What follows belongs to an exercise in optimizing a design on an open flow for small area and a short achievable clock period; a production flow would make more cautious choices. Only simulation tests tie the RTL to the original design; equivalence was not proved. The clock port is modelled as an ideal driver, which makes a skipped or thinned clock tree look cheaper than it is; a real chip needs a root buffer or a tree. No activity file was given, so power comes from the tool's default toggle rates.

==> design/flow/design.v <==
`timescale 1ns/1ps
module fifo #(
    parameter N = 32,
    parameter depth = 3  
)(
    input wire clk,
    input wire reset,
    input wire wr_en,
    input wire rd_en,
    input [N-1:0] din,
    output reg [N-1:0] dout,
    output reg full,
    output reg empty
);
    localparam DEPTH = 2**depth;
    reg [DEPTH-1:0] wr_oh, rd_oh;    
    reg [N-1:0] mem [0:DEPTH-1];
    reg nempty;
    wire wr_fire = wr_en & ~full;
    wire rd_fire = rd_en & nempty;
    wire rd_fire_n = ~rd_fire;
    wire [DEPTH-1:0] wsel = wr_oh & {DEPTH{wr_fire}};
    wire [DEPTH-1:0] rsel = rd_oh & {DEPTH{rd_fire}};
    wire [DEPTH-1:0] wr_oh_inc = {wr_oh[DEPTH-2:0], wr_oh[DEPTH-1]};
    wire [DEPTH-1:0] rd_oh_inc = {rd_oh[DEPTH-2:0], rd_oh[DEPTH-1]};
    wire [N-1:0] dout_nx;
    wire [N-1:0] g0, g1, g2;
    genvar b;
    generate
        for (b = 0; b < N; b = b + 1) begin : rd
            fifo_aoi222 u0 (.a1(rsel[0]), .a2(mem[0][b]), .b1(rsel[1]), .b2(mem[1][b]),
                            .c1(rsel[2]), .c2(mem[2][b]), .y(g0[b]));
            fifo_aoi222 u1 (.a1(rsel[3]), .a2(mem[3][b]), .b1(rsel[4]), .b2(mem[4][b]),
                            .c1(rsel[5]), .c2(mem[5][b]), .y(g1[b]));
            fifo_aoi222 u2 (.a1(rsel[6]), .a2(mem[6][b]), .b1(rsel[7]), .b2(mem[7][b]),
                            .c1(rd_fire_n), .c2(dout[b]), .y(g2[b]));
            fifo_nand3 u3 (.a(g0[b]), .b(g1[b]), .c(g2[b]), .y(dout_nx[b]));
        end
    endgenerate
    integer i;
    always @(posedge clk) begin
        for (i = 0; i < DEPTH; i = i + 1)
            if (wsel[i])
                mem[i] <= din;
    end
    wire w_meets = |(wr_oh_inc & rd_oh);
    wire r_meets = |(rd_oh_inc & wr_oh);
    wire full_nx  = ~rd_fire & (full | (wr_fire & w_meets));
    wire empty_nx = ~wr_fire & (~nempty | (rd_fire & r_meets));
    always @(posedge clk or posedge reset) begin
        if (reset) begin
            wr_oh  <= {{(DEPTH-1){1'b0}}, 1'b1};
            rd_oh  <= {{(DEPTH-1){1'b0}}, 1'b1};
            dout   <= 0;
            full   <= 1'b0;
            nempty <= 1'b0;
            empty  <= 1'b1;
        end else begin
            if (wr_fire)
                wr_oh <= wr_oh_inc;
            if (rd_fire)
                rd_oh <= rd_oh_inc;
            dout   <= dout_nx;
            full   <= full_nx;
            nempty <= ~empty_nx;
            empty  <= empty_nx;
        end
    end
endmodule
module fifo_aoi222 (
    input wire a1, a2, b1, b2, c1, c2,
    output wire y
);
    assign y = ~((a1 & a2) | (b1 & b2) | (c1 & c2));
endmodule
module fifo_nand3 (
    input wire a, b, c,
    output wire y
);
    assign y = ~(a & b & c);
endmodule
==> design/flow/flow/run.sh <==
#!/bin/bash
# Own layout flow: the standard synthesis unchanged, then the standard ORFS
# layout with smaller port buffers, without the delay buffer cells, and with a
# clock tree one level shallower (see cts_hook.tcl).
set -euo pipefail
here=$(pwd)

bash standard.sh synth > synth.log 2>&1

platform_dont_use="sky130_fd_sc_hd__probe_p_8 sky130_fd_sc_hd__probec_p_8 sky130_fd_sc_hd__lpflow_bleeder_1 sky130_fd_sc_hd__lpflow_clkbufkapwr_1 sky130_fd_sc_hd__lpflow_clkbufkapwr_16 sky130_fd_sc_hd__lpflow_clkbufkapwr_2 sky130_fd_sc_hd__lpflow_clkbufkapwr_4 sky130_fd_sc_hd__lpflow_clkbufkapwr_8 sky130_fd_sc_hd__lpflow_clkinvkapwr_1 sky130_fd_sc_hd__lpflow_clkinvkapwr_16 sky130_fd_sc_hd__lpflow_clkinvkapwr_2 sky130_fd_sc_hd__lpflow_clkinvkapwr_4 sky130_fd_sc_hd__lpflow_clkinvkapwr_8 sky130_fd_sc_hd__lpflow_decapkapwr_12 sky130_fd_sc_hd__lpflow_decapkapwr_3 sky130_fd_sc_hd__lpflow_decapkapwr_4 sky130_fd_sc_hd__lpflow_decapkapwr_6 sky130_fd_sc_hd__lpflow_decapkapwr_8 sky130_fd_sc_hd__lpflow_inputiso0n_1 sky130_fd_sc_hd__lpflow_inputiso0p_1 sky130_fd_sc_hd__lpflow_inputiso1n_1 sky130_fd_sc_hd__lpflow_inputiso1p_1 sky130_fd_sc_hd__lpflow_inputisolatch_1 sky130_fd_sc_hd__lpflow_isobufsrc_1 sky130_fd_sc_hd__lpflow_isobufsrc_16 sky130_fd_sc_hd__lpflow_isobufsrc_2 sky130_fd_sc_hd__lpflow_isobufsrc_4 sky130_fd_sc_hd__lpflow_isobufsrc_8 sky130_fd_sc_hd__lpflow_isobufsrckapwr_16 sky130_fd_sc_hd__lpflow_lsbuf_lh_hl_isowell_tap_1 sky130_fd_sc_hd__lpflow_lsbuf_lh_hl_isowell_tap_2 sky130_fd_sc_hd__lpflow_lsbuf_lh_hl_isowell_tap_4 sky130_fd_sc_hd__lpflow_lsbuf_lh_isowell_4 sky130_fd_sc_hd__lpflow_lsbuf_lh_isowell_tap_1 sky130_fd_sc_hd__lpflow_lsbuf_lh_isowell_tap_2 sky130_fd_sc_hd__lpflow_lsbuf_lh_isowell_tap_4"
extra_dont_use="sky130_fd_sc_hd__clkdlybuf4s* sky130_fd_sc_hd__dlygate* sky130_fd_sc_hd__dlymetal*"

bash standard.sh \
  "BUFFER_PORTS_ARGS=-buffer_cell sky130_fd_sc_hd__buf_2" \
  "DONT_USE_CELLS=$platform_dont_use $extra_dont_use" \
  "PRE_CTS_TCL=$here/flow/cts_hook.tcl" \
  finish > layout.log 2>&1
==> design/flow/flow/cts_hook.tcl <==
# PRE_CTS hook: after TritonCTS builds the tree, replace its upper levels by
# NROOT root buffers driven straight from the clock port, each placed at the
# centre of the group of sink-cluster (leaf) buffers it drives. Every register
# still sees the same number of buffer levels (root, leaf), so the tree stays
# balanced; it only gets one level shallower.
proc rebuild_clock_roots {nroot master_name} {
  set block [ord::get_db_block]
  set db [ord::get_db]
  set master [$db findMaster $master_name]
  set port_net [$block findNet clk]
  set leaves {}
  set others {}
  foreach inst [$block getInsts] {
    set name [$inst getName]
    if {[string match "clkbuf_leaf_*" $name]} { lappend leaves $inst } elseif {[string match "clkbuf_*" $name]} { lappend others $inst }
  }
  # remove the upper levels
  foreach inst $others {
    set outIT [$inst findITerm X]; set onet [$outIT getNet]
    $outIT disconnect; [$inst findITerm A] disconnect
    odb::dbInst_destroy $inst
    # dummy loads CTS hung on this level go with it
    foreach it [$onet getITerms] {
      set load [$it getInst]
      if {[string match "clkload*" [$load getName]]} { odb::dbInst_destroy $load }
    }
    if {[$onet getName] != "clk"} { odb::dbNet_destroy $onet }
  }
  # leaf locations
  set pts {}
  foreach l $leaves {
    set bb [$l getBBox]
    lappend pts [list $l [expr {([$bb xMin]+[$bb xMax])/2}] [expr {([$bb yMin]+[$bb yMax])/2}]]
  }
  # k-means on leaf locations
  set n [llength $pts]
  set cents {}
  for {set k 0} {$k < $nroot} {incr k} {
    set p [lindex [lsort -integer -index 1 $pts] [expr {int(($k + 0.5) * $n / $nroot)}]]
    lappend cents [list [lindex $p 1] [lindex $p 2]]
  }
  for {set it 0} {$it < 50} {incr it} {
    set groups {}
    for {set k 0} {$k < $nroot} {incr k} { lappend groups {} }
    foreach p $pts {
      set best 0; set bd 1e18
      for {set k 0} {$k < $nroot} {incr k} {
        set c [lindex $cents $k]
        set d [expr {abs([lindex $p 1]-[lindex $c 0]) + abs([lindex $p 2]-[lindex $c 1])}]
        if {$d < $bd} { set bd $d; set best $k }
      }
      lset groups $best [concat [lindex $groups $best] [list $p]]
    }
    set cents {}
    foreach g $groups {
      if {[llength $g] == 0} { lappend cents {0 0}; continue }
      set sx 0; set sy 0
      foreach p $g { set sx [expr {$sx + [lindex $p 1]}]; set sy [expr {$sy + [lindex $p 2]}] }
      lappend cents [list [expr {$sx / [llength $g]}] [expr {$sy / [llength $g]}]]
    }
  }
  set k 0
  foreach g $groups c $cents {
    if {[llength $g] == 0} continue
    set inst [odb::dbInst_create $block $master "clkbuf_root_$k"]
    $inst setLocation [lindex $c 0] [lindex $c 1]
    $inst setPlacementStatus PLACED
    set net [odb::dbNet_create $block "clknet_root_$k"]
    $net setSigType CLOCK
    [$inst findITerm A] connect $port_net
    [$inst findITerm X] connect $net
    foreach p $g { [[lindex $p 0] findITerm A] disconnect; [[lindex $p 0] findITerm A] connect $net }
    incr k
  }
  puts "rebuilt clock roots: $k roots over [llength $leaves] leaves"
}

rename clock_tree_synthesis my_orig_clock_tree_synthesis
proc clock_tree_synthesis {args} {
  my_orig_clock_tree_synthesis {*}$args
  rebuild_clock_roots 4 sky130_fd_sc_hd__clkbuf_16
}
==> design/flow/standard.sh <==
#!/bin/bash
# synth_recipe.tcl (not shown) runs the flow's synth.tcl, then flattens the netlist and writes it again
# the make line also repeats each setting of config.mk as NAME=value (left out here)
make -C /OpenROAD-flow-scripts/flow DESIGN_CONFIG=/design/flow/config.mk WORK_HOME=/design/flow/orfs CLKGATE_MAP_FILE= SYNTH_SCRIPT=/design/flow/synth_recipe.tcl "${@:-finish}"
==> design/flow/config.mk <==
export PLATFORM = sky130hd
export DESIGN_NAME = fifo
export DESIGN_NICKNAME = fifo
export VERILOG_FILES = /design/flow/design.v
export SDC_FILE = /design/flow/constraint.sdc
export NUM_CORES = 4
export LEC_CHECK = 0
export CAP_MARGIN = 20
export CORE_MARGIN = 2
export CORE_UTILIZATION = 55
export CTS_CLUSTER_DIAMETER = 100
export CTS_CLUSTER_SIZE = 30
export SETUP_SLACK_MARGIN = 1.45
export SLEW_MARGIN = 20
export SYNTH_HIERARCHICAL = 1
export SYNTH_MINIMUM_KEEP_SIZE = 0
==> design/flow/constraint.sdc <==
create_clock -name core_clock -period 3.0 [get_ports {clk}]
set_input_delay 0.6000 -clock core_clock [delete_from_list [all_inputs] [get_ports {clk}]]
set_output_delay 0.6000 -clock core_clock [all_outputs]
set_load 0.01 [all_outputs]
==> results.cfg, run 1 <==
[sta]
final.setup.worst_slack_ns = 1.43
setup_viol = 0
post-route-period-util_pct = 52.4
max_freq_mhz = 636
hold_ws_ns = 0.365
final_max_slew_viol_count = 0
final.setup.tns_ns = 0
slew_headroom_pct = 51.5
hold_viol_final = 0
rsz0062_at_grt = yes
min_period_ns = 1.57
finalClockSkew_ns = 0.0618
worst_slew_pin_slew_ns = 0.726

[die]
core_um2 = 18700
row_count = 50
ioPinCount = 70
start_util_pct = 56.0
die_area_um2 = 20200
die_h_um = 142
die_w_um = 142

[job]
cap_violations = 0

[yosys]
synth_cell_types = 25
synth_warnings = 9
synth-seq-cells = 307
synth-seq-area-share_pct = 85.6
netlist_area_um2 = 10500
synthesis.instances = 490
syn_nets = 526
syn_area_per_cell_um2 = 21.4

[final_layout]
drive_gt1_share_pct = 23.7
layout.nets = 649
multiInputGateArea_um2 = 1810
nFillCells = 1271
regArea_um2 = 8970
final_area_um2 = 12100
syn2layout_area_growth_pct = 15.1
final_cells = 855

[route]
highest_layer = met4
wl_met3_um = 3390
first_iter_violations = 1170
vias = 6205
postRouteAntennaNets = 0
routed_wl_um = 27900
routed_via_density = 7.26
drt_pass1_iterations = 6
wl_met2_um = 13000
drc = 0
wl_met1_um = 10800
wl_per_cell_um = 32.6

[pwr]
p_leak_nw = 4.35
ir_drop_mv = 0.630
power_density_nw_per_um2 = 572

[grt]
grt_overflow_total = 0
grt_pass1_wl_um = 37700
antenna_found_initial = 1
grtUsageTotal_pct = 26.5
grt_max_degree = 34
grt_pass1_vias = 5778

[status]
outcome = complete, no violations

[setup_path]
arrival_ns = 1.73
crit_chain = buf_12 > and3_2 > a222oi_1 > nand3_1
crit_slowest_cell = dfrtp_2
critPathMaxFanout = 15
critPathKind = register to register
cp-end-kind = register
cp.required_ns = 3.15
worst_setup_path_start_kind = register
max_stage_delay_ns = 0.45

[min_path]
min_path_type = input pin to asynchronous set/reset pin

[placement]
dp_slack_ns = 0.926
dp_hpwl_um = 11100
post_dp_cell_area_um2 = 11200
portBuffers = 69
dp.cells = 794
gp_congestion = 0.720

[clocking]
holdBufCountCts = 0
cts_num_sinks = 307
worstSkewPairLatency_ns = 0.34
numCtsBuffers = 14
cts_tree = built
path_clk_slew_ns = 0.11
cell families after synthesis:
group / count (synthesis) / share of synthesized area, %
buf+inv: 4 / 0.263
compound gates: 123 / 11.1
simple gates: 56 / 3.00
flops: 307 / 85.6
stage by stage:
step | util (%) | power, mW
floorplan | - | 4.74
global placement | 59.8 | 4.80
detailed placement | 59.8 | 4.81
CTS | 63.6 | 6.92
global route | 64.4 | 7.09
finish | 64.4 | 6.89
Yosys stat by module (local to each module, per instance):
module,cells inside,flip-flops and latches,copies in the design
fifo_nand3,1,0,32
fifo,362,307,1
fifo_aoi222,1,0,96
worst max-delay path, delay by kind of cell (launching register included):
family	cells	cell delay, ns
buf+inv	1	0.16
compound gates	1	0.31
flops	1	0.45
simple gates	2	0.48
synthesized netlist by cell type, drive strengths merged:
master  instances  area share, %
dfstp           3           0.75
buf             3           0.23
nand2b          1          0.060
o21ai           1          0.048
a31oi           1          0.060
dfrtp          48             11
nor2b           1           0.13
nand4           1          0.060
nand2           3           0.13
a222oi         96            9.2
a22oi           8           0.62
a31o            1          0.084
nand3          32            1.5
and3            8           0.49
and2            8           0.48
nor2            1          0.036
and4            1          0.084
inv             1          0.036
edfxtp        256             73
a21o           16            1.1
worst paths after layout:
check / slack [ns] / cells past startpoint / startpoint / to
min in group core_clock: 0.46 / 2 / mem[4][1]$_DFFE_PP_ / dout[1]$_DFF_PP0_
worst max-delay path: 1.43 / 4 / nempty$_DFF_PP0_ / dout[20]$_DFF_PP0_
worst min register to register: 0.46 / 2 / mem[4][1]$_DFFE_PP_ / dout[1]$_DFF_PP0_
worst max register to register: 1.43 / 4 / nempty$_DFF_PP0_ / dout[20]$_DFF_PP0_
worst min-delay path: 0.37 / 2 / reset / dout[0]$_DFF_PP0_
max in group asynchronous: 1.85 / 3 / reset / empty$_DFF_PP1_
registers in the layout, summed over array words and instances (netlist names):
name,flops
mem,256
rd_oh,8
empty,1
full,1
dout,32
wr_oh,8
nempty,1
power breakdown:
| group | internal, mW | switching, mW | total (mW) | leakage (nW) |
|---|---|---|---|---|
| clock | 0.968 | 1.19 | 2.16 | 0.206 |
| sequential | 4.61 | 0.000000000235 | 4.61 | 3.00 |
| combinational | 0.0291 | 0.0876 | 0.117 | 1.15 |
| total | 5.61 | 1.28 | 6.89 | 4.35 |
routing by layer:
metal  track usage [%]  vias to the layer above
met2              39.9                      427
met4              7.79                        0
met3              5.38                       54
li1                  -                     2510
met1              40.0                     3214
met5                 0                        -
final cells by class, without the clock buffers:
cell class | count | area share, %
tap | 234 | 2.43
inverter | 1 | 0.0623
antenna | 1 | 0.0208
timing repair buffer | 83 | 4.42
sequential | 307 | 74.4
buffer | 4 | 0.830
multi-input combinational | 205 | 15.1
clock inverter | 1 | 0.249
repair_timing:
item | 4_1_cts | 5_1_grt
pin swaps | 12 | 21
gates resized for setup | 24 | 19
buffers inserted | 8 | 2
endpoints found under the setup margin | 289 | 35
cloned | 17 | 9
cell usage in the layout (no fill, tap or decap), types with 2 or more instances in the layout:
cell type	Yosys	layout
buf_1	0	2
nand3_1	32	32
buf_4	1	3
buf_2	1	67
edfxtp_1	256	256
buf_12	0	5
a22oi_1	7	7
dfstp_2	3	3
clkbuf_16	0	15
a222oi_1	96	96
clkbuf_1	0	8
nand2_1	2	2
buf_6	1	6
a21o_1	16	16
and3_2	1	3
and2_4	0	16
dfrtp_1	48	47
and3_4	0	23
==> inputs of run 2 (changes only) <==
--- a/design/flow/flow/cts_hook.tcl
+++ b/design/flow/flow/cts_hook.tcl
@@ -78,5 +78,5 @@
 rename clock_tree_synthesis my_orig_clock_tree_synthesis
 proc clock_tree_synthesis {args} {
-  my_orig_clock_tree_synthesis {*}$args
+  my_orig_clock_tree_synthesis {*}$args -dont_use_dummy_load
   rebuild_clock_roots 4 sky130_fd_sc_hd__clkbuf_16
 }
==> results.cfg, run 2 <==
[status]
outcome = complete, no violations

[final_layout]
largest_reg_flops = 256
mostFrequentLayoutCells = edfxtp_1, a222oi_1, buf_2
layout.nets = 647
fin_util_pct = 63.9
top_regs = mem (256), dout (32)
drive_gt1_share_pct = 23.6
largest_register = mem
final_area_um2 = 12000
syn2layout_area_growth_pct = 14.1
final_common_cell = edfxtp_1

[die]
die_h_um = 142
die_area_um2 = 20200
start_util_pct = 56.0
row_count = 50
ioPinCount = 70
core_um2 = 18700
die_w_um = 142

[pwr]
p_comb_share_pct = 1.7
intPower_mw = 5.55
power_density_nw_per_um2 = 565
p_total_mw = 6.75
ir_drop_mv = 0.448
p_sw_share_pct = 17.8
p_sw_mw = 1.20
p_clk_share_pct = 29.9
pwr-share-seq_pct = 68.4
p_leak_nw = 4.31

[yosys]
syn_nets = 526
netlist_area_um2 = 10500
syn_area_per_cell_um2 = 21.4
yosysMostFrequentCell = edfxtp_1
yosysTopAreaCellShare_pct = 73.4
synth.area.top_cells = edfxtp_1, dfrtp_1, a222oi_1
synth_edf_count = 256
synth_ff_type = edfxtp_1
synth-seq-cells = 307
synth_cell_types = 25
synth_async_sr_flop_share_pct = 16.6
synth-seq-area-share_pct = 85.6
synth_warnings = 9
synthesis.instances = 490
synth_top_cells_by_count = edfxtp_1, a222oi_1, dfrtp_1
synth.largest_area_cell = edfxtp_1

[sta]
final_max_slew_viol_count = 0
worst_slew_pin_slew_ns = 0.732
slew_headroom_pct = 51.1
setup_viol = 0
hold_ws_ns = 0.360
rsz0062_at_grt = yes
post-route-period-util_pct = 53.5
final.setup.tns_ns = 0
min_period_ns = 1.60
finalClockSkew_ns = 0.0580
max_freq_mhz = 624
hold_viol_final = 0

[setup_path]
critPathMaxFanout = 13
crit_slowest_cell = dfrtp_2
max_stage_delay_ns = 0.42
cp.required_ns = 3.15
reg2reg_slack_ns = 1.40
worst_setup_path_start_kind = register
reg2reg_to = dout[20]$_DFF_PP0_
crit_chain = buf_6 > and3_2 > a222oi_1 > nand3_1
rr_worst_depth = 4
critPathKind = register to register
r2r-start = nempty$_DFF_PP0_
cp-end-kind = register
arrival_ns = 1.76

[grt]
grtUsageTotal_pct = 26.5
grt_max_degree = 34
grt_pass1_wl_um = 37800
grt_pass1_vias = 5745
grt_overflow_total = 0
antenna_found_initial = 1

[route]
routed_via_density = 7.21
first_iter_violations = 1012
vias = 6087
routed_wl_um = 27400
drc = 0
postRouteAntennaNets = 0
wl_per_cell_um = 32.5
drt_pass1_iterations = 6

[placement]
gp_congestion = 0.720
portBuffers = 69
dp_hpwl_um = 11100
post_dp_cell_area_um2 = 11200

[clocking]
path_clk_slew_ns = 0.11
holdBufCountCts = 0
cts_num_sinks = 307
worstSkewPairLatency_ns = 0.34

[min_path]
min_path_type = input pin to asynchronous set/reset pin

[job]
cap_violations = 0
-- run 2: layer usage --
layer  vias up  global-route usage [%]  share of wire (%)
li1       2486                       -                  -
met1      3108                    40.3                 39
met2       435                    40.1                 46
met3        58                    5.01                 13
met4         0                    7.68                2.5
met5         -                       0                  0
-- run 2: layout make-up, without the clock buffers --
cell class                      instances  area [um^2]
Fill cell                            1286         6750
Timing Repair Buffer                   84          523
Sequential cell                       307         8970
Buffer                                  4          100
Multi-Input combinational cell        202         1780
Tap cell                              234          293
Antenna cell                            1         2.50
Inverter                                1         7.51
-- run 2: per-module statistics from Yosys, one instance, submodules excluded --
module	times used	cells inside
fifo_nand3	32	1
fifo_aoi222	96	1
fifo	1	362
-- run 2: kinds of logic after synthesis --
logic type      after synthesis  share of synthesized area [%]
flops                       307                           85.6
compound gates              123                           11.1
simple gates                 56                           3.00
buf+inv                       4                          0.263
-- run 2: through the flow --
stage                     setup WS, ns  instances
after floorplan                   1.46        490
after global placement           0.986        794
after detailed placement         0.926        794
after CTS                         1.42        832
after global routing              1.39        843
final                             1.40        844
-- run 2: power by group through the flow --
stage	Sequential, mW	Clock, mW	Combinational [mW]
finish	4.61	2.02	0.115
CTS	4.61	2.06	0.112
detailed placement	4.71	0	0.102
floorplan	4.71	0	0.0257
global route	4.61	2.21	0.128
global placement	4.71	0	0.0960
-- run 2: critical path: cells and delay by family, from the launching register on --
kind                   cells  cell delay [ns]
AO/OA/AOI/OAI              1             0.40
AND/OR/NAND/NOR            2             0.45
flip-flops                 1             0.42
buffers and inverters      1             0.16
-- run 2: what timing repair did --
item,CTS,global route
gates cloned,17,6
setup buffers,6,5
pin swaps,12,22
gates resized for setup,24,12
setup endpoints to repair,289,48
-- run 2: how the worst max path moves through the flow --
stage | end | depth (start not counted) | start | slack [ns]
after floorplan | dout[10]$_DFF_PP0_ | 4 | rd_en | 1.46
after global placement | dout[21]$_DFF_PP0_ | 5 | rd_en | 0.99
after detailed placement | dout[3]$_DFF_PP0_ | 5 | rd_en | 0.93
after CTS | dout[31]$_DFF_PP0_ | 4 | nempty$_DFF_PP0_ | 1.42
after global routing | dout[20]$_DFF_PP0_ | 4 | nempty$_DFF_PP0_ | 1.39
final | dout[20]$_DFF_PP0_ | 4 | nempty$_DFF_PP0_ | 1.40
==> inputs of run 3 (changes only) <==
--- a/design/flow/config.mk
+++ b/design/flow/config.mk
@@ -8,5 +8,5 @@
 export CAP_MARGIN = 20
 export CORE_MARGIN = 2
-export CORE_UTILIZATION = 55
+export CORE_UTILIZATION = 65
 export CTS_CLUSTER_DIAMETER = 100
 export CTS_CLUSTER_SIZE = 30
==> results.cfg, run 3 <==
[yosys]
synth_top_cells_by_count = edfxtp_1, a222oi_1, dfrtp_1
synth.area.top_cells = edfxtp_1, dfrtp_1, a222oi_1
synth_cell_types = 25
synth-seq-cells = 307
synth.largest_area_cell = edfxtp_1
synthesis.instances = 490
synth-seq-area-share_pct = 85.6
yosysTopAreaCellShare_pct = 73.4
syn_area_per_cell_um2 = 21.4
synth_warnings = 9
synth_ff_type = edfxtp_1
synth_async_sr_flop_share_pct = 16.6
syn_nets = 526
yosysMostFrequentCell = edfxtp_1
synth_edf_count = 256
netlist_area_um2 = 10500

[final_layout]
regArea_um2 = 8970
final_area_um2 = 12100
largest_register = mem
syn2layout_area_growth_pct = 15.1
final_cells = 844
drive_gt1_share_pct = 25.0
layout.nets = 665
top_regs = mem (256), dout (32)
multiInputGateArea_um2 = 1750
final_common_cell = edfxtp_1
fin_util_pct = 76.2
largest_reg_flops = 256
nFillCells = 908
mostFrequentLayoutCells = edfxtp_1, a222oi_1, buf_2

[die]
ioPinCount = 70
die_w_um = 131
start_util_pct = 66.2
die_area_um2 = 17100
row_count = 46
core_um2 = 15800
die_h_um = 131

[placement]
gp_congestion = 0.809
dp.cells = 775
portBuffers = 69
dp_hpwl_um = 10600
post_dp_cell_area_um2 = 11200
dp_slack_ns = 0.854

[sta]
rsz0062_at_grt = yes
hold_viol_final = 0
finalClockSkew_ns = 0.0530
final.setup.worst_slack_ns = 1.34
final.setup.tns_ns = 0
setup_viol = 0
final_max_slew_viol_count = 0
min_period_ns = 1.66
max_freq_mhz = 602
worst_slew_pin_slew_ns = 0.574
slew_headroom_pct = 61.7
post-route-period-util_pct = 55.4

[grt]
grt_pass1_vias = 5572
grt_max_degree = 36
grt_busiest_layer = met2
grtUsageMet3_pct = 5.90
use_met1_pct = 41.2
grt_pass1_wl_um = 34400
grt_overflow_total = 0
grtUsageTotal_pct = 28.8
use_met2_pct = 46.5
antenna_found_initial = 2

[setup_path]
crit_chain = buf_6 > and3_2 > a222oi_1 > nand3_1
reg2reg_slack_ns = 1.34
r2r-start = nempty$_DFF_PP0_
cp.required_ns = 3.16
max_stage_delay_ns = 0.42
arrival_ns = 1.82
crit_family = simple AND/OR/NAND/NOR gates
critPathBufInv = 1
cp-end-kind = register
worst_setup_path_start_kind = register
critPathKind = register to register
startpoint = nempty$_DFF_PP0_
crit_slowest_cell = dfrtp_2
critPathMaxFanout = 16

[status]
outcome = complete, no violations

[route]
first_iter_violations = 1230
drt_pass1_iterations = 9
routed_wl_um = 26000
routed_via_density = 7.25
wl_per_cell_um = 30.8
postRouteAntennaNets = 0
drc = 0
vias = 6117

[min_path]
min_path_type = input pin to asynchronous set/reset pin

[pwr]
p_leak_nw = 4.39
ir_drop_mv = 0.473
power_density_nw_per_um2 = 560

[job]
cap_violations = 0

[clocking]
worstSkewPairLatency_ns = 0.32
cts_num_sinks = 307
path_clk_slew_ns = 0.11
## run 3: cell counts after synthesis
Identical to the previous run, type by type.
## run 3: kinds of logic (layout without fill, tap and decap cells)
group	count (synthesis)	after routing	synth area share, %
AO/OA/AOI/OAI	123	123	11.1
flip-flops	307	307	85.6
other	0	1	0
AND/OR/NAND/NOR	56	77	3.00
buffers and inverters	4	120	0.263
## run 3: stage by stage
stage | hold WS [ns] | power (mW)
2_1_floorplan | 0.447 | 4.74
3_3_place_gp | 0.454 | 4.80
3_5_place_dp | 0.461 | 4.81
4_1_cts | 0.319 | 6.75
5_1_grt | 0.322 | 6.92
6_report | 0.304 | 6.75
## run 3: what timing repair did
item,in CTS,in global routing
buffers inserted,2,30
hold buffers,0,0
pin swaps,11,30
cloned,8,13
resized for setup,14,17
endpoints found under the setup margin,295,289
## run 3: Yosys stat by module, one instance, submodules excluded
module | flip-flops and latches | cell area [um^2]
fifo | 307 | 9350
fifo_aoi222 | 0 | 10.0
fifo_nand3 | 0 | 5.00
## run 3: path summary, 6_finish.rpt
| kind | endpoint | cells after the start |
|---|---|---|
| setup / recovery | dout[5]$_DFF_PP0_ | 4 |
| hold / removal | dout[23]$_DFF_PP0_ | 2 |
| setup reg to reg | dout[5]$_DFF_PP0_ | 4 |
| hold reg to reg | dout[3]$_DFF_PP0_ | 2 |
| max in group asynchronous | rd_oh[0]$_DFFE_PP1P_ | 3 |
| min in group core_clock | dout[3]$_DFF_PP0_ | 2 |
## run 3: power by group
group,total [mW],internal (mW),switching [mW]
logic,0.116,0.0296,0.0865
clock network,2.02,0.905,1.12
registers,4.61,4.61,0.000000000243
total,6.75,5.55,1.20
## run 3: cell type report, without the clock buffers
cell class | instances | area share, %
Antenna cell | 1 | 0.0208
Buffer | 4 | 0.830
Inverter | 1 | 0.0623
Multi-Input combinational cell | 200 | 14.5
Sequential cell | 307 | 74.4
Tap cell | 216 | 2.24
Timing Repair Buffer | 104 | 5.62
## run 3: worst register-to-register path, stage by stage (launching register included)
cell	delay [ns]
dfrtp_2	0.42
buf_6	0.16
and3_2	0.39
a222oi_1	0.37
nand3_1	0.15
## run 3: layer usage
layer | wire length, um | vias up | share of wire [%]
met2 | 12700 | 430 | 49
met4 | 622 | 2 | 2.4
met3 | 3100 | 50 | 12
met1 | 9520 | 3106 | 37
met5 | 13 | - | 0.050
li1 | - | 2529 | -
==> inputs of run 4 (changes only) <==
--- a/design/flow/flow/cts_hook.tcl
+++ b/design/flow/flow/cts_hook.tcl
@@ -78,5 +78,5 @@
 rename clock_tree_synthesis my_orig_clock_tree_synthesis
 proc clock_tree_synthesis {args} {
-  my_orig_clock_tree_synthesis {*}$args -dont_use_dummy_load
+  my_orig_clock_tree_synthesis {*}$args
   rebuild_clock_roots 4 sky130_fd_sc_hd__clkbuf_16
 }
--- a/design/flow/config.mk
+++ b/design/flow/config.mk
@@ -8,8 +8,8 @@
 export CAP_MARGIN = 20
 export CORE_MARGIN = 2
-export CORE_UTILIZATION = 65
+export CORE_UTILIZATION = 55
 export CTS_CLUSTER_DIAMETER = 100
 export CTS_CLUSTER_SIZE = 30
-export SETUP_SLACK_MARGIN = 1.45
+export SETUP_SLACK_MARGIN = 1.5
 export SLEW_MARGIN = 20
 export SYNTH_HIERARCHICAL = 1
==> results.cfg, run 4 <==
[status]
outcome = complete, no violations

[placement]
gp_congestion = 0.735
dp_hpwl_um = 10900
portBuffers = 69
dp.cells = 792
post_dp_cell_area_um2 = 11200

[yosys]
syn_area_per_cell_um2 = 21.4
synth_warnings = 9
synth_top_cells_by_count = edfxtp_1, a222oi_1, dfrtp_1
yosysTopAreaCellShare_pct = 73.4
synth_cell_types = 25
synth.area.top_cells = edfxtp_1, dfrtp_1, a222oi_1
synth_ff_type = edfxtp_1
netlist_area_um2 = 10500
synth-seq-area-share_pct = 85.6
synth_async_sr_flop_share_pct = 16.6
synth.largest_area_cell = edfxtp_1
syn_nets = 526
yosysMostFrequentCell = edfxtp_1
synthesis.instances = 490
synth-seq-cells = 307
synth_edf_count = 256

[final_layout]
drive_gt1_share_pct = 27.7
top_regs = mem (256), dout (32)
antenna_cells = 0
final_cells = 892
regArea_um2 = 8970
syn2layout_area_growth_pct = 19.2
nFillCells = 1255
final_common_cell = edfxtp_1
largest_reg_flops = 256
final_area_um2 = 12500
multiInputGateArea_um2 = 1900
largest_register = mem
layout.nets = 687
mostFrequentLayoutCells = edfxtp_1, a222oi_1, buf_2

[clocking]
worstSkewPairLatency_ns = 0.32
numCtsBuffers = 14
cts_num_sinks = 307
cts_tree = built
path_clk_slew_ns = 0.11

[die]
die_w_um = 142
die_h_um = 142
ioPinCount = 70
core_um2 = 18700
die_area_um2 = 20200
start_util_pct = 56.0
row_count = 50

[route]
first_iter_violations = 1066
highest_layer = met5
wl_met3_um = 4310
drt_pass1_iterations = 6
postRouteAntennaNets = 0
wl_met1_um = 11200
routed_via_density = 7.20
wl_met2_um = 14000
wl_per_cell_um = 34.3
drc = 0
routed_wl_um = 30600
vias = 6421

[pwr]
intPower_mw = 5.70
ir_drop_mv = 0.546
p_sw_share_pct = 18.5
p_sw_mw = 1.29
p_comb_share_pct = 1.9
p_clk_share_pct = 32.2
power_density_nw_per_um2 = 560
pwr-share-seq_pct = 65.9
p_leak_nw = 4.54

[setup_path]
critPathBufInv = 1
worst_setup_path_start_kind = register
cp.required_ns = 2.40
critPathMaxFanout = 1
max_stage_delay_ns = 0.55
r2r-start = nempty$_DFF_PP0_
crit_family = flip-flops
reg2reg_to = dout[18]$_DFF_PP0_
rr_worst_depth = 6
reg2reg_slack_ns = 1.49
arrival_ns = 0.94
critPathKind = register to output pin
crit_slowest_cell = dfstp_2
crit_chain = buf_6
cp-end-kind = output pin

[sta]
post-route-period-util_pct = 51.3
setup_viol = 0
worst_slew_pin_slew_ns = 0.787
hold_viol_final = 0
final_max_slew_viol_count = 0
slew_headroom_pct = 47.5
max_freq_mhz = 650
rsz0062_at_grt = yes
final.setup.tns_ns = 0
finalClockSkew_ns = 0.0224
min_period_ns = 1.54
hold_ws_ns = 0.404

[job]
cap_violations = 0

[min_path]
min_path_type = input pin to asynchronous set/reset pin

[grt]
grt_overflow_total = 0
antenna_found_initial = 1
grt_max_degree = 32
grtUsageTotal_pct = 27.7
grt_pass1_vias = 5846
grt_pass1_wl_um = 38800
[run 4: cell counts after synthesis]
No cell type changed its count.
[run 4: final cells by class, without the clock buffers]
class                           instances  share of cell area (%)
Multi-Input combinational cell        212                    15.2
Buffer                                  4                   0.801
Tap cell                              234                    2.34
Clock inverter                          2                   0.401
Inverter                                1                  0.0601
Sequential cell                       307                    71.8
Timing Repair Buffer                  114                    6.88
[run 4: logic make-up after synthesis]
logic type / synth area share, %
compound gates: 11.1
simple gates: 3.00
buf+inv: 0.263
flops: 85.6
[run 4: how the worst max path moves through the flow]
stage | start | to | slack, ns | cells past startpoint
6_report | empty$_DFF_PP1_ | empty | 1.46 | 1
5_1_grt | nempty$_DFF_PP0_ | dout[14]$_DFF_PP0_ | 1.43 | 4
4_1_cts | empty$_DFF_PP1_ | empty | 1.45 | 1
3_5_place_dp | rd_en | dout[19]$_DFF_PP0_ | 0.94 | 5
3_3_place_gp | rd_en | dout[31]$_DFF_PP0_ | 1.00 | 5
2_1_floorplan | rd_en | dout[10]$_DFF_PP0_ | 1.46 | 4
[run 4: power by group through the flow]
stage | clock network [mW] | logic [mW] | registers (mW)
after floorplan | 0 | 0.0263 | 4.71
after global placement | 0 | 0.0955 | 4.71
after detailed placement | 0 | 0.101 | 4.71
after CTS | 2.28 | 0.111 | 4.61
after global routing | 2.42 | 0.143 | 4.61
final | 2.25 | 0.131 | 4.61
[run 4: through the flow]
step / worst slack (ns) / util, % / total power, mW
floorplan: 1.46 / - / 4.74
global placement: 1.00 / 59.7 / 4.80
detailed placement: 0.943 / 59.7 / 4.81
CTS: 1.45 / 63.9 / 7.01
global route: 1.43 / 66.8 / 7.17
finish: 1.46 / 66.8 / 7.00
[run 4: repair_timing]
action	in CTS	in global routing
pin swaps	9	50
setup endpoints to repair	303	121
buffers inserted	10	32
cloned	18	16
hold buffers	0	0
hold endpoints to repair	0	0
resized for setup	24	34
[run 4: metal layers]
metal	global-route usage [%]	vias up
met1	39.7	3280
met3	7.67	74
met5	0	-
met4	6.74	2
li1	-	2599
met2	43.2	466
[run 4: modules after synthesis, one instance, submodules excluded]
| module | times used | cell area (um^2) | flops+latches | cells inside |
|---|---|---|---|---|
| fifo | 1 | 9350 | 307 | 362 |
| fifo_aoi222 | 96 | 10.0 | 0 | 1 |
| fifo_nand3 | 32 | 5.00 | 0 | 1 |
==> inputs of run 5 (changes only) <==
--- a/design/flow/config.mk
+++ b/design/flow/config.mk
@@ -11,5 +11,5 @@
 export CTS_CLUSTER_DIAMETER = 100
 export CTS_CLUSTER_SIZE = 30
-export SETUP_SLACK_MARGIN = 1.5
+export SETUP_SLACK_MARGIN = 1.35
 export SLEW_MARGIN = 20
 export SYNTH_HIERARCHICAL = 1
==> results.cfg, run 5 <==
[placement]
post_dp_cell_area_um2 = 11200
gp_congestion = 0.787
portBuffers = 69
dp_slack_ns = 0.827
dp_hpwl_um = 11500

[grt]
grtUsageTotal_pct = 23.4
grt_max_degree = 37
grt_pass1_wl_um = 34100
grt_pass1_vias = 5493
grt_overflow_total = 0
antenna_found_initial = 0

[yosys]
synthesis.instances = 490
netlist_area_um2 = 10500
yosysMostFrequentCell = edfxtp_1
synth_top_cells_by_count = edfxtp_1, a222oi_1, dfrtp_1
synth.area.top_cells = edfxtp_1, dfrtp_1, a222oi_1
synth_warnings = 9
syn_area_per_cell_um2 = 21.4
synth_async_sr_flop_share_pct = 16.6
yosysTopAreaCellShare_pct = 73.4
synth_ff_type = edfxtp_1
synth_cell_types = 25
synth.largest_area_cell = edfxtp_1
synth_edf_count = 256
synth-seq-area-share_pct = 85.6
syn_nets = 526
synth-seq-cells = 307

[final_layout]
antenna_cells = 0
largest_reg_flops = 256
layout.nets = 626
top_regs = mem (256), dout (32)
syn2layout_area_growth_pct = 12.5
fin_util_pct = 63.0
mostFrequentLayoutCells = edfxtp_1, a222oi_1, buf_2
largest_register = mem
final_area_um2 = 11800
drive_gt1_share_pct = 21.3
final_common_cell = edfxtp_1

[route]
postRouteAntennaNets = 0
drc = 0
drt_pass1_iterations = 5
routed_via_density = 6.83
first_iter_violations = 897
routed_wl_um = 24100
vias = 5673
wl_per_cell_um = 29.0

[setup_path]
worst_setup_path_start_kind = register
cp-end-kind = register
arrival_ns = 1.64
critPathKind = register to register
critPathMaxFanout = 33
cp.required_ns = 2.95
rr_worst_depth = 2

[sta]
setup_viol = 0
max_freq_mhz = 590
final.setup.worst_slack_ns = 1.30
post-route-period-util_pct = 56.5
worst_slew_pin_slew_ns = 0.647
finalClockSkew_ns = 0.0348
final_max_slew_viol_count = 0
rsz0062_at_grt = yes
hold_ws_ns = 0.286
min_period_ns = 1.70
slew_headroom_pct = 56.9
final.setup.tns_ns = 0
hold_viol_final = 0

[die]
die_area_um2 = 20200
row_count = 50
die_h_um = 142
die_w_um = 142
start_util_pct = 56.0
core_um2 = 18700
ioPinCount = 70

[clocking]
cts_tree = built
worstSkewPairLatency_ns = 0.33
path_clk_slew_ns = 0.11
cts_num_sinks = 307
numCtsBuffers = 14
holdBufCountCts = 0

[pwr]
ir_drop_mv = 0.552
p_leak_nw = 4.24
power_density_nw_per_um2 = 583

[job]
cap_violations = 0

[min_path]
min_path_type = input pin to asynchronous set/reset pin

[status]
outcome = complete, no violations
[run 5: path summary, 6_finish.rpt]
check,from,to,slack [ns]
max in group asynchronous,reset,wr_oh[0]$_DFFE_PP1P_,1.96
min reg2reg,mem[1][14]$_DFFE_PP_,dout[14]$_DFF_PP0_,0.48
max,full$_DFF_PP0_,mem[7][2]$_DFFE_PP_,1.30
min,reset,dout[14]$_DFF_PP0_,0.29
max reg2reg,full$_DFF_PP0_,mem[7][2]$_DFFE_PP_,1.30
min in group core_clock,mem[1][14]$_DFFE_PP_,dout[14]$_DFF_PP0_,0.48
[run 5: cells by family (layout without fill, tap and decap cells)]
family	count (synthesis)	count (layout)	share of synthesized area [%]
buf+inv	4	109	0.263
flops	307	307	85.6
simple gates	56	58	3.00
compound gates	123	123	11.1
[run 5: worst max-delay path: stages, from the launching register on]
cell and delay (ns):
dfrtp_1 0.44, nor2b_4 0.24, and2_4 0.62
[run 5: cell type report, without the clock buffers]
class	instances	area, um^2
Clock inverter	2	27.5
Buffer	4	100
Tap cell	234	293
Sequential cell	307	8970
Timing Repair Buffer	84	507
Fill cell	1308	6930
Inverter	1	7.51
Multi-Input combinational cell	181	1580
[run 5: metal layers]
layer,up-vias,track usage (%),part of all wire [%]
met5,-,0,0
met4,0,6.68,1.7
met3,28,3.23,8.7
met2,276,37.6,48
met1,2949,34.2,42
li1,2420,-,-
[run 5: per-module statistics from Yosys, one instance, submodules excluded]
module / copies in the design / flip-flops and latches / cell area (um^2)
fifo: 1 / 307 / 9350
fifo_aoi222: 96 / 0 / 10.0
fifo_nand3: 32 / 0 / 5.00
[run 5: report_power, final]
part	switching, mW	leakage (nW)	internal (mW)
Combinational	0.0810	1.04	0.0227
Clock	1.18	0.203	0.966
Sequential	0.000000000172	3.00	4.61
Total	1.26	4.24	5.60
[run 5: through the flow]
stage	power, mW	cells
2_1_floorplan	4.74	490
3_3_place_gp	4.80	798
3_5_place_dp	4.81	798
4_1_cts	6.91	822
5_1_grt	7.05	831
6_report	6.87	831
[run 5: repair_timing]
action,CTS,global route
gates cloned,0,3
endpoints found under the setup margin,187,274
buffers inserted,0,6
pin swaps,8,4
hold endpoints to repair,0,0
gates resized for setup,8,8
==> inputs of run 6 (changes only) <==
--- a/design/flow/flow/run.sh
+++ b/design/flow/flow/run.sh
@@ -15,3 +15,4 @@
   "DONT_USE_CELLS=$platform_dont_use $extra_dont_use" \
   "PRE_CTS_TCL=$here/flow/cts_hook.tcl" \
+  "SKIP_GATE_CLONING=1" \
   finish > layout.log 2>&1
--- a/design/flow/config.mk
+++ b/design/flow/config.mk
@@ -11,5 +11,5 @@
 export CTS_CLUSTER_DIAMETER = 100
 export CTS_CLUSTER_SIZE = 30
-export SETUP_SLACK_MARGIN = 1.35
+export SETUP_SLACK_MARGIN = 1.45
 export SLEW_MARGIN = 20
 export SYNTH_HIERARCHICAL = 1
==> results.cfg, run 6 <==
[status]
outcome = complete, no violations

[setup_path]
rr_worst_depth = 4
cp.required_ns = 3.17
reg2reg_slack_ns = 1.40
arrival_ns = 1.79
critPathKind = input pin to register
startpoint = rd_en
crit_path_end = dout[31]$_DFF_PP0_
r2r-start = nempty$_DFF_PP0_
reg2reg_to = dout[31]$_DFF_PP0_
worst_setup_path_start_kind = input pin
cp-end-kind = register
critPathMaxFanout = 17

[die]
start_util_pct = 56.0
row_count = 50
ioPinCount = 70
die_w_um = 142
die_h_um = 142
die_area_um2 = 20200
core_um2 = 18700

[grt]
antenna_found_initial = 1
grt_overflow_total = 0
grt_pass1_wl_um = 35400
grt_max_degree = 34
grt_pass1_vias = 5660
grtUsageTotal_pct = 24.4

[route]
vias = 5855
drc = 0
wl_per_cell_um = 29.0
first_iter_violations = 1041
drt_pass1_iterations = 7
postRouteAntennaNets = 0
routed_wl_um = 24900
routed_via_density = 6.82

[final_layout]
mostFrequentLayoutCells = edfxtp_1, a222oi_1, buf_2
drive_gt1_share_pct = 23.3
syn2layout_area_growth_pct = 14.5
top_regs = mem (256), dout (32)
regArea_um2 = 8970
largest_reg_flops = 256
multiInputGateArea_um2 = 1540
nFillCells = 1271
largest_register = mem
final_common_cell = edfxtp_1
final_area_um2 = 12000
layout.nets = 652

[yosys]
synthesis.instances = 490
synth-seq-cells = 307
synth-seq-area-share_pct = 85.6
synth.area.top_cells = edfxtp_1, dfrtp_1, a222oi_1
synth.largest_area_cell = edfxtp_1
synth_top_cells_by_count = edfxtp_1, a222oi_1, dfrtp_1
syn_nets = 526
synth_ff_type = edfxtp_1
synth_cell_types = 25
netlist_area_um2 = 10500
synth_edf_count = 256
synth_async_sr_flop_share_pct = 16.6
synth_warnings = 9
syn_area_per_cell_um2 = 21.4
yosysMostFrequentCell = edfxtp_1
yosysTopAreaCellShare_pct = 73.4

[placement]
gp_congestion = 0.720
dp_hpwl_um = 11100
portBuffers = 69
post_dp_cell_area_um2 = 11200

[clocking]
worstSkewPairLatency_ns = 0.34
cts_tree = built
numCtsBuffers = 14
cts_num_sinks = 307
path_clk_slew_ns = 0.11
holdBufCountCts = 0

[pwr]
intPower_mw = 5.60
p_clk_share_pct = 31.3
power_density_nw_per_um2 = 572
p_leak_nw = 4.37
p_sw_share_pct = 18.3
p_comb_share_pct = 1.5
pwr-share-seq_pct = 67.2
p_sw_mw = 1.26
ir_drop_mv = 0.630

[sta]
hold_viol_final = 0
min_period_ns = 1.62
post-route-period-util_pct = 53.9
final_max_slew_viol_count = 0
max_freq_mhz = 618
setup_viol = 0
slew_headroom_pct = 52.9
worst_slew_pin_slew_ns = 0.704
rsz0062_at_grt = yes
finalClockSkew_ns = 0.0579
final.setup.tns_ns = 0

[min_path]
min_path_type = input pin to asynchronous set/reset pin

[job]
cap_violations = 0
-- run 6: cell counts after synthesis --
No cell type changed its count.
-- run 6: layer usage --
layer,routed length [um],part of all wire [%],track usage (%)
met1,10300,41,37.8
met2,11600,47,37.4
met3,2470,9.9,3.26
met4,569,2.3,6.53
met5,0,0,0
-- run 6: final cells by class, without the clock buffers --
class / instances / share of cell area, %
flip-flops and latches: 307 / 74.8
multi-input cells: 179 / 12.9
repair buffers: 112 / 6.23
well taps: 234 / 2.44
plain buffers: 4 / 0.834
clock inverters: 1 / 0.250
inverters: 1 / 0.0626
diodes: 1 / 0.0209
-- run 6: cells by family after synthesis --
family                 share of synthesized area (%)
and+or+nand+nor                                 3.00
AOI/OAI and AO/OA                               11.1
DFF                                             85.6
buffers and inverters                          0.263
-- run 6: worst min-delay path by stage --
stage / startpoint / to / slack [ns]
after floorplan: mem[7][0]$_DFFE_PP_ / dout[0]$_DFF_PP0_ / 0.45
after global placement: mem[7][0]$_DFFE_PP_ / dout[0]$_DFF_PP0_ / 0.45
after detailed placement: mem[4][4]$_DFFE_PP_ / dout[4]$_DFF_PP0_ / 0.46
after CTS: reset / dout[12]$_DFF_PP0_ / 0.37
after global routing: reset / dout[26]$_DFF_PP0_ / 0.39
final: reset / dout[0]$_DFF_PP0_ / 0.36
-- run 6: power by group through the flow --
stage | clock, mW | sequential [mW] | combinational [mW]
final | 2.15 | 4.61 | 0.104
after global routing | 2.34 | 4.61 | 0.115
after CTS | 2.19 | 4.61 | 0.104
after detailed placement | 0 | 4.71 | 0.102
after global placement | 0 | 4.71 | 0.0960
after floorplan | 0 | 4.71 | 0.0257
-- run 6: timing repair --
item / in CTS / in global routing
endpoints found under the setup margin: 289 / 54
pin swaps: 7 / 9
gates resized for setup: 16 / 8
endpoints found under the hold margin: 0 / 0
buffers inserted: 28 / 11
gates cloned: 0 / 0
-- run 6: worst max-delay path, cell delays in order --
cell	delay, ns
buf_2	0.23
nand2_4	0.18
buf_4	0.26
a222oi_1	0.37
nand3_1	0.13
-- run 6: through the flow --
step                hold WS, ns  instances  setup slack (ns)  total power [mW]  utilization [%]
floorplan                 0.447        490              1.46              4.74                -
detailed placement        0.464        794             0.926              4.81             59.8
finish                    0.362        858              1.38              6.86             64.1
CTS                       0.366        846              1.39              6.91             63.5
global route              0.389        857              1.35              7.07             64.1
global placement          0.453        794             0.986              4.80             59.8
-- run 6: per-module statistics from Yosys, one instance, submodules excluded --
| module | area [um^2] | cells inside |
|---|---|---|
| fifo | 9350 | 362 |
| fifo_aoi222 | 10.0 | 1 |
| fifo_nand3 | 5.00 | 1 |
==> inputs of run 7 (changes only) <==
--- a/design/flow/flow/run.sh
+++ b/design/flow/flow/run.sh
@@ -15,4 +15,3 @@
   "DONT_USE_CELLS=$platform_dont_use $extra_dont_use" \
   "PRE_CTS_TCL=$here/flow/cts_hook.tcl" \
-  "SKIP_GATE_CLONING=1" \
   finish > layout.log 2>&1
--- a/design/flow/config.mk
+++ b/design/flow/config.mk
@@ -15,2 +15,3 @@
 export SYNTH_HIERARCHICAL = 1
 export SYNTH_MINIMUM_KEEP_SIZE = 0
+export TNS_END_PERCENT = 5
==> results.cfg, run 7 <==
[status]
outcome = complete, no violations

[sta]
finalClockSkew_ns = 0.0543
setup_viol = 0
slew_headroom_pct = 57.0
post-route-period-util_pct = 55.6
max_freq_mhz = 599
final.setup.tns_ns = 0
rsz0062_at_grt = yes
worst_slew_pin_slew_ns = 0.644
hold_viol_final = 0
final.setup.worst_slack_ns = 1.33
min_period_ns = 1.67
final_max_slew_viol_count = 0

[yosys]
yosys.area_share.simple_pct = 3.00
synth_warnings = 9
netlist_area_um2 = 10500
synth_top_cells_by_count = edfxtp_1, a222oi_1, dfrtp_1
synth_top_family_by_area = compound AO/OA/AOI/OAI gates
yosysTopAreaCellShare_pct = 73.4
synth_edf_count = 256
synth-seq-area-share_pct = 85.6
synth_compound_area_share_pct = 11.1
synth_xor_area_share_pct = 0
syn_nets = 526
synth.largest_area_cell = edfxtp_1
synth_cell_types = 25
synth.area.top_cells = edfxtp_1, dfrtp_1, a222oi_1
synthesis.instances = 490
yosysMostFrequentCell = edfxtp_1
synth-seq-cells = 307
syn_area_per_cell_um2 = 21.4
synth_ff_type = edfxtp_1
synthAdderAreaFrac_pct = 0
synthMuxAreaShare_pct = 0
synth_async_sr_flop_share_pct = 16.6

[route]
routed_via_density = 6.72
routed_wl_um = 23400
vias = 5800
wl_per_cell_um = 27.1
drc = 0
drt_pass1_iterations = 6
postRouteAntennaNets = 0
first_iter_violations = 1050

[die]
die_w_um = 142
die_h_um = 142
core_um2 = 18700
die_area_um2 = 20200
start_util_pct = 56.0
ioPinCount = 70
row_count = 50

[setup_path]
critPathBufInv = 0
crit_chain = nor2b_4 > and2_4
crit_slowest_cell = and2_4
r2r-start = full$_DFF_PP0_
cp.required_ns = 2.94
cp-end-kind = register
worst_setup_path_start_kind = register
max_stage_delay_ns = 0.59
startpoint = full$_DFF_PP0_
arrival_ns = 1.61
critPathKind = register to register
critPathMaxFanout = 33
crit_family = simple AND/OR/NAND/NOR gates

[grt]
grt_pass1_wl_um = 34400
use_met2_pct = 35.3
grt_busiest_layer = met1
antenna_found_initial = 0
grtUsageTotal_pct = 23.1
use_met1_pct = 35.7
grt_max_degree = 34
grt_pass1_vias = 5690
grtUsageMet3_pct = 3.60
grt_overflow_total = 0

[clocking]
cts_tree = built
numCtsBuffers = 14
worstSkewPairLatency_ns = 0.33
path_clk_slew_ns = 0.11
holdBufCountCts = 0
cts_num_sinks = 307

[final_layout]
top_regs = mem (256), dout (32)
final_cells = 863
final_area_um2 = 12000
fin_util_pct = 64.1
drive_gt1_share_pct = 22.7
largest_register = mem
layout.nets = 658
largest_reg_flops = 256
nFillCells = 1302
syn2layout_area_growth_pct = 14.5
antenna_cells = 0
final_common_cell = edfxtp_1
mostFrequentLayoutCells = edfxtp_1, a222oi_1, buf_2

[pwr]
p_leak_nw = 4.38
p_comb_share_pct = 1.7
p_sw_mw = 1.28
pwr-share-seq_pct = 66.9
intPower_mw = 5.61
power_density_nw_per_um2 = 575
ir_drop_mv = 0.419
p_sw_share_pct = 18.6
p_clk_share_pct = 31.4

[job]
cap_violations = 0

[placement]
dp_hpwl_um = 13200
dp_slack_ns = 0.787
post_dp_cell_area_um2 = 11300
portBuffers = 69
gp_congestion = 0.801
dp.cells = 814

[min_path]
min_path_type = input pin to asynchronous set/reset pin
-- run 7: final timing paths --
kind	to	slack [ns]	cells after the start
setup / recovery	mem[0][13]$_DFFE_PP_	1.33	2
hold / removal	dout[28]$_DFF_PP0_	0.35	2
setup reg to reg	mem[0][13]$_DFFE_PP_	1.33	2
hold reg to reg	dout[22]$_DFF_PP0_	0.46	2
max in group asynchronous	empty$_DFF_PP1_	1.90	3
min in group core_clock	dout[22]$_DFF_PP0_	0.46	2
-- run 7: repair_timing --
action / 4_1_cts / 5_1_grt
pin swaps: 9 / 7
endpoints found under the setup margin: 229 / 210
buffers inserted: 3 / 19
resized for setup: 29 / 16
gates cloned: 0 / 3
-- run 7: cell type report, without the clock buffers --
| type | instances | area [um^2] | share of cell area (%) |
|---|---|---|---|
| buffer | 4 | 100 | 0.834 |
| clock inverter | 1 | 30.0 | 0.250 |
| inverter | 1 | 7.51 | 0.0626 |
| multi-input combinational | 181 | 1560 | 13.0 |
| sequential | 307 | 8970 | 74.7 |
| tap | 234 | 293 | 2.44 |
| timing repair buffer | 116 | 734 | 6.12 |
-- run 7: power groups by stage --
stage          sequential, mW  combinational [mW]  clock, mW
2_1_floorplan            4.71              0.0241          0
3_5_place_dp             4.71               0.104          0
5_1_grt                  4.61               0.131       2.34
4_1_cts                  4.61               0.108       2.20
3_3_place_gp             4.71              0.0970          0
6_report                 4.61               0.118       2.16
-- run 7: per-stage QoR --
| stage | total power, mW | hold WS (ns) |
|---|---|---|
| after floorplan | 4.74 | 0.447 |
| after global placement | 4.81 | 0.453 |
| after detailed placement | 4.81 | 0.460 |
| after CTS | 6.92 | 0.352 |
| after global routing | 7.09 | 0.375 |
| final | 6.90 | 0.348 |
-- run 7: per-module statistics from Yosys (local to each module, per instance) --
| module | times used | cell area (um^2) | cells inside |
|---|---|---|---|
| fifo | 1 | 9350 | 362 |
| fifo_aoi222 | 96 | 10.0 | 1 |
| fifo_nand3 | 32 | 5.00 | 1 |
-- run 7: cells by family after synthesis --
group,count (synthesis)
buf+inv,4
compound gates,123
simple gates,56
flops,307
-- run 7: per-layer routing --
metal	up-vias	share of wire, %
met4	0	1.5
met2	241	48
met1	3052	43
li1	2482	-
met3	25	7.4
met5	-	0
==> inputs of run 8 (changes only) <==
--- a/design/flow/config.mk
+++ b/design/flow/config.mk
@@ -11,5 +11,5 @@
 export CTS_CLUSTER_DIAMETER = 100
 export CTS_CLUSTER_SIZE = 30
-export SETUP_SLACK_MARGIN = 1.45
+export SETUP_SLACK_MARGIN = 1.55
 export SLEW_MARGIN = 20
 export SYNTH_HIERARCHICAL = 1
==> results.cfg, run 8 <==
[setup_path]
worst_setup_path_start_kind = register
cp.required_ns = 3.18
cp-end-kind = register
critPathMaxFanout = 6
arrival_ns = 1.83
critPathKind = register to register

[yosys]
syn_nets = 526
syn_area_per_cell_um2 = 21.4
synthesis.instances = 490
synth_warnings = 9
synth_top_cells_by_count = edfxtp_1, a222oi_1, dfrtp_1
synth_cell_types = 25
yosysMostFrequentCell = edfxtp_1
synth_async_sr_flop_share_pct = 16.6
synth_ff_type = edfxtp_1
yosysTopAreaCellShare_pct = 73.4
synth-seq-cells = 307
synth_edf_count = 256
synth.area.top_cells = edfxtp_1, dfrtp_1, a222oi_1
synth-seq-area-share_pct = 85.6
netlist_area_um2 = 10500
synth.largest_area_cell = edfxtp_1

[sta]
setup_viol = 0
min_period_ns = 1.65
hold_ws_ns = 0.465
worst_slew_pin_slew_ns = 0.808
finalClockSkew_ns = 0.0495
slew_headroom_pct = 46.1
final.setup.tns_ns = 0
hold_viol_final = 0
post-route-period-util_pct = 55.0
max_freq_mhz = 606
rsz0062_at_grt = yes
final_max_slew_viol_count = 0

[grt]
antenna_found_initial = 1
grt_pass1_vias = 5861
grt_max_degree = 52
grt_pass1_wl_um = 36300
grtUsageTotal_pct = 24.7
grt_overflow_total = 0

[final_layout]
largest_reg_flops = 256
syn2layout_area_growth_pct = 18.2
final_cells = 885
final_common_cell = edfxtp_1
largest_register = mem
mostFrequentLayoutCells = edfxtp_1, a222oi_1, buf_2
top_regs = mem (256), dout (32)
layout.nets = 680
drive_gt1_share_pct = 25.8

[pwr]
p_total_mw = 6.91
intPower_mw = 5.62
p_leak_nw = 4.56
p_clk_share_pct = 31.4
power_density_nw_per_um2 = 558
ir_drop_mv = 0.609
p_sw_share_pct = 18.7
p_sw_mw = 1.29
pwr-share-seq_pct = 66.8
p_comb_share_pct = 1.8

[placement]
dp.cells = 813
gp_congestion = 0.789
dp_hpwl_um = 13400
portBuffers = 69

[die]
row_count = 50
die_w_um = 142
start_util_pct = 56.0
die_h_um = 142
core_um2 = 18700
die_area_um2 = 20200
ioPinCount = 70

[clocking]
cts_tree = built
worstSkewPairLatency_ns = 0.34
numCtsBuffers = 14
path_clk_slew_ns = 0.11
holdBufCountCts = 0
cts_num_sinks = 307

[route]
drt_pass1_iterations = 8
wl_per_cell_um = 28.3
routed_wl_um = 25000
postRouteAntennaNets = 0
vias = 6017
first_iter_violations = 896
drc = 0
routed_via_density = 6.80

[job]
cap_violations = 0

[min_path]
min_path_type = register to register

[status]
outcome = complete, no violations
-- run 8: changes by cell type in the layout (fill, tap and decap cells not counted), moves of 2 or more --
cell,before,now
buf_12,3,11
buf_8,2,8
buf_4,9,13
buf_2,78,81
and3_4,6,8
buf_1,13,11
bufbuf_16,0,2
-- run 8: logic make-up after synthesis --
kind of cell	share of synthesized area [%]
buffers and inverters	0.263
AND/OR/NAND/NOR	3.00
flip-flops	85.6
AO/OA/AOI/OAI	11.1
-- run 8: worst paths after layout --
check,from,end,cells past startpoint,slack (ns)
min in group asynchronous,reset,dout[21]$_DFF_PP0_,3,0.51
worst min register to register,mem[4][16]$_DFFE_PP_,dout[16]$_DFF_PP0_,2,0.47
worst max register to register,nempty$_DFF_PP0_,dout[14]$_DFF_PP0_,6,1.35
max in group asynchronous,reset,dout[22]$_DFF_PP0_,3,1.90
worst max-delay path,nempty$_DFF_PP0_,dout[14]$_DFF_PP0_,6,1.35
worst min-delay path,mem[4][16]$_DFFE_PP_,dout[16]$_DFF_PP0_,2,0.47
-- run 8: power by group through the flow --
stage	combinational [mW]	clock (mW)	sequential, mW
final	0.126	2.17	4.61
after global routing	0.138	2.35	4.61
after CTS	0.109	2.20	4.61
after detailed placement	0.101	0	4.71
after global placement	0.0942	0	4.71
after floorplan	0.0241	0	4.71
-- run 8: area by class of cell, without the clock buffers --
cell class	instances	area, um^2
antenna	1	2.50
tap	234	293
sequential	307	8970
multi-input combinational	182	1580
timing repair buffer	137	1100
buffer	4	100
fill	1265	6320
clock inverter	1	30.0
inverter	1	7.51
-- run 8: critical path: stages (launching register included) --
cell,delay [ns]
dfrtp_2,0.49
buf_8,0.16
and3_4,0.22
buf_6,0.13
buf_8,0.13
a222oi_1,0.24
nand3_1,0.12
-- run 8: repair_timing --
action / in CTS / in global routing
setup buffers: 19 / 21
cloned: 4 / 4
endpoints found under the setup margin: 322 / 327
endpoints found under the hold margin: 0 / 0
resized for setup: 58 / 28
pin swaps: 32 / 32
-- run 8: modules after synthesis (local to each module, per instance) --
module	flip-flops and latches	cells
fifo	307	362
fifo_aoi222	0	1
fifo_nand3	0	1
-- run 8: layer usage --
metal / vias up / track usage [%] / wire, um
met5: - / 0 / 0
met4: 0 / 7.42 / 631
met3: 36 / 4.98 / 2320
met2: 299 / 38.0 / 11700
met1: 3156 / 36.4 / 10300
li1: 2526 / - / -
-- run 8: through the flow --
step           area, um^2  worst slack, ns  utilization [%]
6_report            12400             1.35             66.2
4_1_cts             12100             1.40             64.7
2_1_floorplan       10500             1.20                -
3_5_place_dp        11300            0.812             60.3
5_1_grt             12400             1.29             66.2
3_3_place_gp        11300            0.671             60.3
==> inputs of run 9 (changes only) <==
--- a/design/flow/config.mk
+++ b/design/flow/config.mk
@@ -11,7 +11,6 @@
 export CTS_CLUSTER_DIAMETER = 100
 export CTS_CLUSTER_SIZE = 30
-export SETUP_SLACK_MARGIN = 1.55
+export SETUP_SLACK_MARGIN = 1.4
 export SLEW_MARGIN = 20
 export SYNTH_HIERARCHICAL = 1
 export SYNTH_MINIMUM_KEEP_SIZE = 0
-export TNS_END_PERCENT = 5
==> results.cfg, run 9 <==
[status]
outcome = complete, no violations

[setup_path]
cp-end-kind = register
arrival_ns = 1.78
worst_setup_path_start_kind = register
cp.required_ns = 3.19
critPathKind = register to register
critPathMaxFanout = 16

[final_layout]
drive_gt1_share_pct = 21.4
largest_reg_flops = 256
syn2layout_area_growth_pct = 12.4
mostFrequentLayoutCells = edfxtp_1, a222oi_1, buf_2
layout.nets = 628
regArea_um2 = 8970
nFillCells = 1323
largest_register = mem
top_regs = mem (256), dout (32)
final_common_cell = edfxtp_1
multiInputGateArea_um2 = 1640

[sta]
hold_ws_ns = 0.346
min_period_ns = 1.59
finalClockSkew_ns = 0.0375
hold_viol_final = 0
max_freq_mhz = 629
worst_slew_pin_slew_ns = 0.586
final_max_slew_viol_count = 0
setup_viol = 0
slew_headroom_pct = 60.8
final.setup.tns_ns = 0
post-route-period-util_pct = 53.0
rsz0062_at_grt = yes

[yosys]
netlist_area_um2 = 10500
synth-seq-cells = 307
synth_top_cells_by_count = edfxtp_1, a222oi_1, dfrtp_1
synth.largest_area_cell = edfxtp_1
syn_nets = 526
synth_async_sr_flop_share_pct = 16.6
synth_warnings = 9
synth_cell_types = 25
yosysMostFrequentCell = edfxtp_1
synth_ff_type = edfxtp_1
yosysTopAreaCellShare_pct = 73.4
synthesis.instances = 490
synth_edf_count = 256
synth.area.top_cells = edfxtp_1, dfrtp_1, a222oi_1
syn_area_per_cell_um2 = 21.4
synth-seq-area-share_pct = 85.6

[clocking]
cts_tree = built
cts_num_sinks = 307
numCtsBuffers = 14
worstSkewPairLatency_ns = 0.33
path_clk_slew_ns = 0.11

[die]
die_area_um2 = 20200
core_um2 = 18700
ioPinCount = 70
row_count = 50
die_h_um = 142
die_w_um = 142
start_util_pct = 56.0

[grt]
grt_pass1_wl_um = 34700
grtUsageTotal_pct = 23.7
grt_overflow_total = 0
antenna_found_initial = 0
grt_busiest_layer = met2
use_met1_pct = 35.4
grt_max_degree = 41
use_met2_pct = 37.3
grtUsageMet3_pct = 4.07
grt_pass1_vias = 5536

[pwr]
power_density_nw_per_um2 = 584
ir_drop_mv = 0.637
p_leak_nw = 4.23

[route]
first_iter_violations = 1012
routed_wl_um = 25800
vias = 5821
wl_per_cell_um = 31.0
postRouteAntennaNets = 0
routed_via_density = 6.98
drt_pass1_iterations = 6
drc = 0

[placement]
portBuffers = 69
dp_hpwl_um = 11200
gp_congestion = 0.770

[job]
cap_violations = 0

[min_path]
min_path_type = input pin to asynchronous set/reset pin
[run 9: changes by cell type in the layout (fill, tap and decap cells not counted), sizes merged, moves of 2 or more]
cell and change:
buf -57, bufbuf -2, and2 +7, and3 +2
[run 9: power by group]
| group | internal [mW] | switching [mW] | leakage (nW) |
|---|---|---|---|
| combinational | 0.0244 | 0.0848 | 1.03 |
| clock | 0.964 | 1.19 | 0.203 |
| sequential | 4.61 | 0.000000000375 | 3.00 |
[run 9: final cells by class, without the clock buffers]
type	count	share of cell area (%)
Antenna cell	1	0.0213
Buffer	4	0.850
Clock inverter	2	0.213
Inverter	1	0.0638
Multi-Input combinational cell	190	13.9
Sequential cell	307	76.2
Tap cell	234	2.49
Timing Repair Buffer	77	3.68
[run 9: final timing paths]
kind                       slack [ns]                   end  cells after the start                  from
setup / recovery                 1.41    dout[20]$_DFF_PP0_                      4      nempty$_DFF_PP0_
hold / removal                   0.35  rd_oh[2]$_DFFE_PP0P_                      2                 reset
setup reg to reg                 1.41    dout[20]$_DFF_PP0_                      4      nempty$_DFF_PP0_
hold reg to reg                  0.48    dout[28]$_DFF_PP0_                      2  mem[4][28]$_DFFE_PP_
max in group asynchronous        1.93    dout[26]$_DFF_PP0_                      3                 reset
min in group core_clock          0.48    dout[28]$_DFF_PP0_                      2  mem[4][28]$_DFFE_PP_
[run 9: repair_timing]
| item | CTS | global route |
|---|---|---|
| buffers inserted | 0 | 3 |
| pin swaps | 7 | 11 |
| endpoints found under the setup margin | 219 | 284 |
| hold buffers | 0 | 0 |
| cloned | 0 | 11 |
| gates resized for setup | 4 | 14 |
[run 9: critical path, stage by stage (launching register included)]
cell and delay (ns):
dfrtp_2 0.49, buf_2 0.19, and3_4 0.27, a222oi_1 0.40
nand3_1 0.12
[run 9: stage by stage]
step | std cells | util [%] | setup slack [ns] | total power [mW] | area (um^2)
floorplan | 490 | - | 1.41 | 4.74 | 10500
global placement | 795 | 59.8 | 1.01 | 4.80 | 11200
detailed placement | 795 | 59.8 | 0.959 | 4.81 | 11200
CTS | 819 | 62.1 | 1.34 | 6.91 | 11600
global route | 833 | 62.9 | 1.36 | 7.07 | 11800
finish | 834 | 62.9 | 1.41 | 6.87 | 11800
[run 9: cells by family after synthesis]
logic type	Yosys count	synth area share, %
AOI/OAI and AO/OA	123	11.1
and+or+nand+nor	56	3.00
buffers and inverters	4	0.263
DFF	307	85.6
[run 9: Yosys stat by module (local to each module, per instance)]
module       cells inside  copies in the design  flip-flops and latches  cell area (um^2)
fifo                  362                     1                     307              9350
fifo_aoi222             1                    96                       0              10.0
fifo_nand3              1                    32                       0              5.00
[run 9: routing by layer]
metal | wire length, um | vias to the layer above
li1 | - | 2433
met1 | 10300 | 3054
met2 | 12400 | 300
met3 | 2560 | 34
met4 | 500 | 0
met5 | 0 | -

[afterwards: timing with drivers on the ports]
The flow's constraints put no driver on any port. The routed layouts listed below were extracted and timed again, unchanged, in two steps. Step 1: set_driving_cell puts a clkbuf_16 on clk and a buf_2 on each other input, an assumption about the parent block. Step 2 times the ports against the registers' clock, not the clock port: input delays grow and output delays shrink by t, the midpoint of the rising clock arrivals with the driver on. Slacks: no drivers / after step 1 / after step 2; pairs: no drivers / after step 1.
| run | shift t [ns] | setup WS [ns] | worst setup path at the end | slew at the worst register clock pin (ns) | pins driven straight from the clock port |
|---|---|---|---|---|---|
| run 1 | 0.395 | 1.427 / 1.370 / 1.165 | input to register | 0.11 / 0.11 | 4 |
| run 2 | 0.393 | 1.396 / 1.370 / 1.135 | input to register | 0.11 / 0.11 | 4 |
| run 3 | 0.393 | 1.339 / 1.339 / 1.090 | input to register | 0.11 / 0.11 | 4 |
| run 4 | 0.402 | 1.461 / 1.367 / 1.148 | input to register | 0.11 / 0.11 | 4 |
| run 5 | 0.400 | 1.304 / 1.305 / 1.006 | input to register | 0.11 / 0.11 | 4 |
| run 6 | 0.392 | 1.382 / 1.372 / 1.048 | input to register | 0.11 / 0.11 | 4 |
| run 7 | 0.399 | 1.331 / 1.331 / 1.013 | input to register | 0.11 / 0.11 | 4 |
| run 8 | 0.410 | 1.349 / 1.320 / 1.072 | input to register | 0.12 / 0.12 | 4 |
| run 9 | 0.408 | 1.409 / 1.364 / 1.082 | input to register | 0.11 / 0.11 | 4 |
After both steps every run listed still meets setup and hold. For run 6, which loses most, drivers alone change the setup slack by -0.010 ns; drivers and shift together by -0.334 ns.
